Context: an optimization exercise on an open-source flow, tuned for small area, a short achievable clock period and few clock cycles. The choices shown serve that exercise and are no tape-out recipe.
Where RTL was checked, it was by simulation tests only, not by an equivalence proof against the original.

==> v33 <==
## fundamental_milestone
module fundamental_milestone (
		input logic Clock_50,
		input logic Resetn,
		input logic m1_enable,
		input logic [15:0] SRAM_read_data,
		output logic [15:0] SRAM_write_data,
		output logic SRAM_we_n,
		output logic [17:0] SRAM_address,
		output logic m1_disable
		);
==> flow/config.mk <==
export PLATFORM = sky130hd
export DESIGN_NAME = fundamental_milestone
export DESIGN_NICKNAME = fundamental_milestone
export VERILOG_FILES = /design/flow/design.v
export SDC_FILE = /design/flow/constraint.sdc
export NUM_CORES = 4
export LEC_CHECK = 0
export CAP_MARGIN = 20
export CORE_MARGIN = 2
export CORE_UTILIZATION = 40
export PLACE_DENSITY = 0.6
export SLEW_MARGIN = 20
export SYNTH_HIERARCHICAL = 1
export SYNTH_MINIMUM_KEEP_SIZE = 0
export SETUP_SLACK_MARGIN = 11.8
==> flow/constraint.sdc <==
create_clock -name core_clock -period 16.0 [get_ports {Clock_50}]
set_input_delay 3.2000 -clock core_clock [delete_from_list [all_inputs] [get_ports {Clock_50}]]
set_output_delay 3.2000 -clock core_clock [all_outputs]
set_load 0.01 [all_outputs]
standard.sh (not shown) runs the stock make flow with config.mk's settings and CLKGATE_MAP_FILE= SYNTH_SCRIPT=/design/flow/synth_recipe.tcl, a recipe that flattens the netlist after the stock synthesis.
==> flow/flow/run.sh <==
#!/bin/bash
set -euo pipefail
cat >> config.mk <<'EOC'
export SETUP_SLACK_MARGIN = 11.8
EOC
bash standard.sh > standard.log 2>&1
==> v14: changes against v33 <==
--- a/flow/design.v
+++ b/flow/design.v
@@ -446,78 +446,87 @@
 wire fi_164 = fi_162 | (fi_163 & fi_160);
 wire fi_165 = fi_163 & fi_161;
 wire fi_166 = fi_164 | (fi_165 & fi_158);
 wire fi_167 = fi_165 & fi_159;
 wire fi_168 = fi_121 ^ fi_122;
 wire fi_169 = fi_121 & fi_122;
-wire fi_170 = fi_123 ^ fi_124;
-wire fi_171 = fi_123 & fi_124;
-wire fi_172 = fi_125 ^ fi_126;
-wire fi_173 = fi_125 & fi_126;
-wire fi_174 = fi_127 ^ fi_128;
-wire fi_175 = fi_127 & fi_128;
-wire fi_176 = fi_129 ^ fi_130;
-wire fi_177 = fi_129 & fi_130;
-wire fi_178 = fi_131 ^ fi_132;
-wire fi_179 = fi_131 & fi_132;
-wire fi_180 = fi_133 ^ fi_134;
-wire fi_181 = fi_133 & fi_134;
-wire fi_182 = fi_135 ^ fi_136;
-wire fi_183 = fi_135 & fi_136;
-wire fi_184 = fi_137 ^ 1'b1;
-wire fi_185 = fi_137 & 1'b1;
-wire fi_186 = fi_171 | (fi_170 & fi_169);
-wire fi_187 = fi_170 & fi_168;
-wire fi_188 = fi_175 | (fi_174 & fi_173);
-wire fi_189 = fi_174 & fi_172;
-wire fi_190 = fi_179 | (fi_178 & fi_177);
-wire fi_191 = fi_178 & fi_176;
-wire fi_192 = fi_183 | (fi_182 & fi_181);
-wire fi_193 = fi_182 & fi_180;
-wire fi_194 = 1'b1 & fi_185;
-wire fi_195 = 1'b1 & fi_184;
-wire fi_196 = fi_173 | (fi_172 & fi_186);
-wire fi_197 = fi_172 & fi_187;
-wire fi_198 = fi_188 | (fi_189 & fi_186);
-wire fi_199 = fi_189 & fi_187;
-wire fi_200 = fi_181 | (fi_180 & fi_190);
-wire fi_201 = fi_180 & fi_191;
-wire fi_202 = fi_192 | (fi_193 & fi_190);
-wire fi_203 = fi_193 & fi_191;
-wire fi_204 = fi_177 | (fi_176 & fi_198);
-wire fi_205 = fi_176 & fi_199;
-wire fi_206 = fi_190 | (fi_191 & fi_198);
-wire fi_207 = fi_191 & fi_199;
-wire fi_208 = fi_200 | (fi_201 & fi_198);
-wire fi_209 = fi_201 & fi_199;
-wire fi_210 = fi_202 | (fi_203 & fi_198);
-wire fi_211 = fi_203 & fi_199;
-wire fi_212 = fi_185 | (fi_184 & fi_210);
-wire fi_213 = fi_184 & fi_211;
-wire fi_214 = fi_194 | (fi_195 & fi_210);
-wire fi_215 = fi_195 & fi_211;
-wire fi_216 = fi_168 ^ fi_166;
-wire fi_217 = fi_169 | (fi_168 & fi_166);
-wire fi_218 = fi_170 ^ fi_217;
-wire fi_219 = fi_186 | (fi_187 & fi_166);
-wire fi_220 = fi_172 ^ fi_219;
-wire fi_221 = fi_196 | (fi_197 & fi_166);
-wire fi_222 = fi_174 ^ fi_221;
-wire fi_223 = fi_198 | (fi_199 & fi_166);
-wire fi_224 = fi_176 ^ fi_223;
-wire fi_225 = fi_204 | (fi_205 & fi_166);
-wire fi_226 = fi_178 ^ fi_225;
-wire fi_227 = fi_206 | (fi_207 & fi_166);
-wire fi_228 = fi_180 ^ fi_227;
-wire fi_229 = fi_208 | (fi_209 & fi_166);
-wire fi_230 = fi_182 ^ fi_229;
-wire fi_231 = fi_210 | (fi_211 & fi_166);
-wire fi_232 = fi_184 ^ fi_231;
-wire fi_233 = fi_212 | (fi_213 & fi_166);
-wire fi_234 = 1'b1 ^ fi_233;
-assign fout = {fi_234, fi_232, fi_230, fi_228, fi_226, fi_224, fi_222, fi_220, fi_218, fi_216};
+wire fi_170 = fi_121 | fi_122;
+wire fi_171 = fi_123 ^ fi_124;
+wire fi_172 = fi_123 & fi_124;
+wire fi_173 = fi_123 | fi_124;
+wire fi_174 = fi_125 ^ fi_126;
+wire fi_175 = fi_125 & fi_126;
+wire fi_176 = fi_125 | fi_126;
+wire fi_177 = fi_127 ^ fi_128;
+wire fi_178 = fi_127 & fi_128;
+wire fi_179 = fi_127 | fi_128;
+wire fi_180 = fi_129 ^ fi_130;
+wire fi_181 = fi_129 & fi_130;
+wire fi_182 = fi_129 | fi_130;
+wire fi_183 = fi_131 ^ fi_132;
+wire fi_184 = fi_131 & fi_132;
+wire fi_185 = fi_131 | fi_132;
+wire fi_186 = fi_133 ^ fi_134;
+wire fi_187 = fi_133 & fi_134;
+wire fi_188 = fi_133 | fi_134;
+wire fi_189 = fi_135 ^ fi_136;
+wire fi_190 = fi_135 & fi_136;
+wire fi_191 = fi_135 | fi_136;
+wire fi_192 = fi_137 ^ 1'b1;
+wire fi_193 = fi_137 & 1'b1;
+wire fi_194 = fi_137 | 1'b1;
+wire fi_195 = fi_172 | (fi_173 & fi_169);
+wire fi_196 = fi_173 & fi_170;
+wire fi_197 = fi_178 | (fi_179 & fi_175);
+wire fi_198 = fi_179 & fi_176;
+wire fi_199 = fi_184 | (fi_185 & fi_181);
+wire fi_200 = fi_185 & fi_182;
+wire fi_201 = fi_190 | (fi_191 & fi_187);
+wire fi_202 = fi_191 & fi_188;
+wire fi_203 = 1'b1 & fi_193;
+wire fi_204 = 1'b1 & fi_194;
+wire fi_205 = fi_175 | (fi_176 & fi_195);
+wire fi_206 = fi_176 & fi_196;
+wire fi_207 = fi_197 | (fi_198 & fi_195);
+wire fi_208 = fi_198 & fi_196;
+wire fi_209 = fi_187 | (fi_188 & fi_199);
+wire fi_210 = fi_188 & fi_200;
+wire fi_211 = fi_201 | (fi_202 & fi_199);
+wire fi_212 = fi_202 & fi_200;
+wire fi_213 = fi_181 | (fi_182 & fi_207);
+wire fi_214 = fi_182 & fi_208;
+wire fi_215 = fi_199 | (fi_200 & fi_207);
+wire fi_216 = fi_200 & fi_208;
+wire fi_217 = fi_209 | (fi_210 & fi_207);
+wire fi_218 = fi_210 & fi_208;
+wire fi_219 = fi_211 | (fi_212 & fi_207);
+wire fi_220 = fi_212 & fi_208;
+wire fi_221 = fi_193 | (fi_194 & fi_219);
+wire fi_222 = fi_194 & fi_220;
+wire fi_223 = fi_203 | (fi_204 & fi_219);
+wire fi_224 = fi_204 & fi_220;
+wire fi_225 = fi_168 ^ fi_166;
+wire fi_226 = fi_169 | (fi_170 & fi_166);
+wire fi_227 = fi_171 ^ fi_226;
+wire fi_228 = fi_195 | (fi_196 & fi_166);
+wire fi_229 = fi_174 ^ fi_228;
+wire fi_230 = fi_205 | (fi_206 & fi_166);
+wire fi_231 = fi_177 ^ fi_230;
+wire fi_232 = fi_207 | (fi_208 & fi_166);
+wire fi_233 = fi_180 ^ fi_232;
+wire fi_234 = fi_213 | (fi_214 & fi_166);
+wire fi_235 = fi_183 ^ fi_234;
+wire fi_236 = fi_215 | (fi_216 & fi_166);
+wire fi_237 = fi_186 ^ fi_236;
+wire fi_238 = fi_217 | (fi_218 & fi_166);
+wire fi_239 = fi_189 ^ fi_238;
+wire fi_240 = fi_219 | (fi_220 & fi_166);
+wire fi_241 = fi_192 ^ fi_240;
+wire fi_242 = fi_221 | (fi_222 & fi_166);
+wire fi_243 = 1'b1 ^ fi_242;
+assign fout = {fi_243, fi_241, fi_239, fi_237, fi_235, fi_233, fi_231, fi_229, fi_227, fi_225};
 logic [10:0] r_a_d, r_b_d, g_a_d, g_b_d, b_a_d, b_b_d;
 logic        r_c_d, g_c_d, b_c_d;
 wire cr_0, cr_1;
 m1_fa u_cr_0 (.a(px_y[4]), .b(px_y[2]), .c(px_y[0]), .s(cr_0), .co(cr_1));
 wire cr_2, cr_3;
 m1_fa u_cr_2 (.a(px_y[5]), .b(px_y[3]), .c(px_y[1]), .s(cr_2), .co(cr_3));
- CORE_UTILIZATION: 40 -> 55
- PLACE_DENSITY: 0.6 -> 0.75
==> summary of the runs <==
Between v14 and v33, the lower critical path depth is in v14 (gap 13).
Against v33, the first-iteration DRC count of v14 is larger by about 3.8%.
Of v14 and v33, v33 has the higher sequential share of layout area (gap 0.30 points).
Against v14, the cell count of v33 is larger by 4.5%.
Between v14 and v33, the lower synthesized cell count is in v33 (gap about 3.6%, measured against v33).
Of v14 and v33, v33 has the higher die area (gap about 26%, measured against v33).
In v33 the design area is smaller than in v14, by 1.0%.
Against v14, the core utilization of v33 is lower by 17 points.
In v14 the global-route usage is higher than in v33, by 6.5 points.
Testbench counts of v14, summed over its fixed seeds: cycles 1,536,200.
The RTL of v33 was laid out without a check of its function.

## separate check: timing with driven ports
The results above use ideal ports. As a check the final layouts listed here were re-extracted and re-timed, cells and wires unchanged. Step 1 assumes that a clkbuf_16 drives the clock port and a buf_2 every other input. Step 2 times the ports against the registers' clock, not the clock port: input delays grow and output delays shrink by t, the midpoint of the rising clock arrivals with the driver on. Slacks: ideal ports / drivers / drivers and shift; pairs: ideal ports / drivers.
| run | t, ns | setup WS [ns] | hold slack, ns | worst setup path at the end | worst slew at a driven data input, ns |
|---|---|---|---|---|---|
| v33 | 0.632 | 11.545 / 11.545 / 11.430 | 0.428 / 0.428 / 0.428 | input to register | 0.04 |
| v14 | 0.633 | 11.559 / 11.503 / 11.420 | 0.441 / 0.441 / 0.441 | input to register | 0.05 |
After both steps setup and hold are still met in every run listed. The setup slack of v14, which loses most, moves by -0.056 ns with the drivers and by -0.139 ns with both steps.
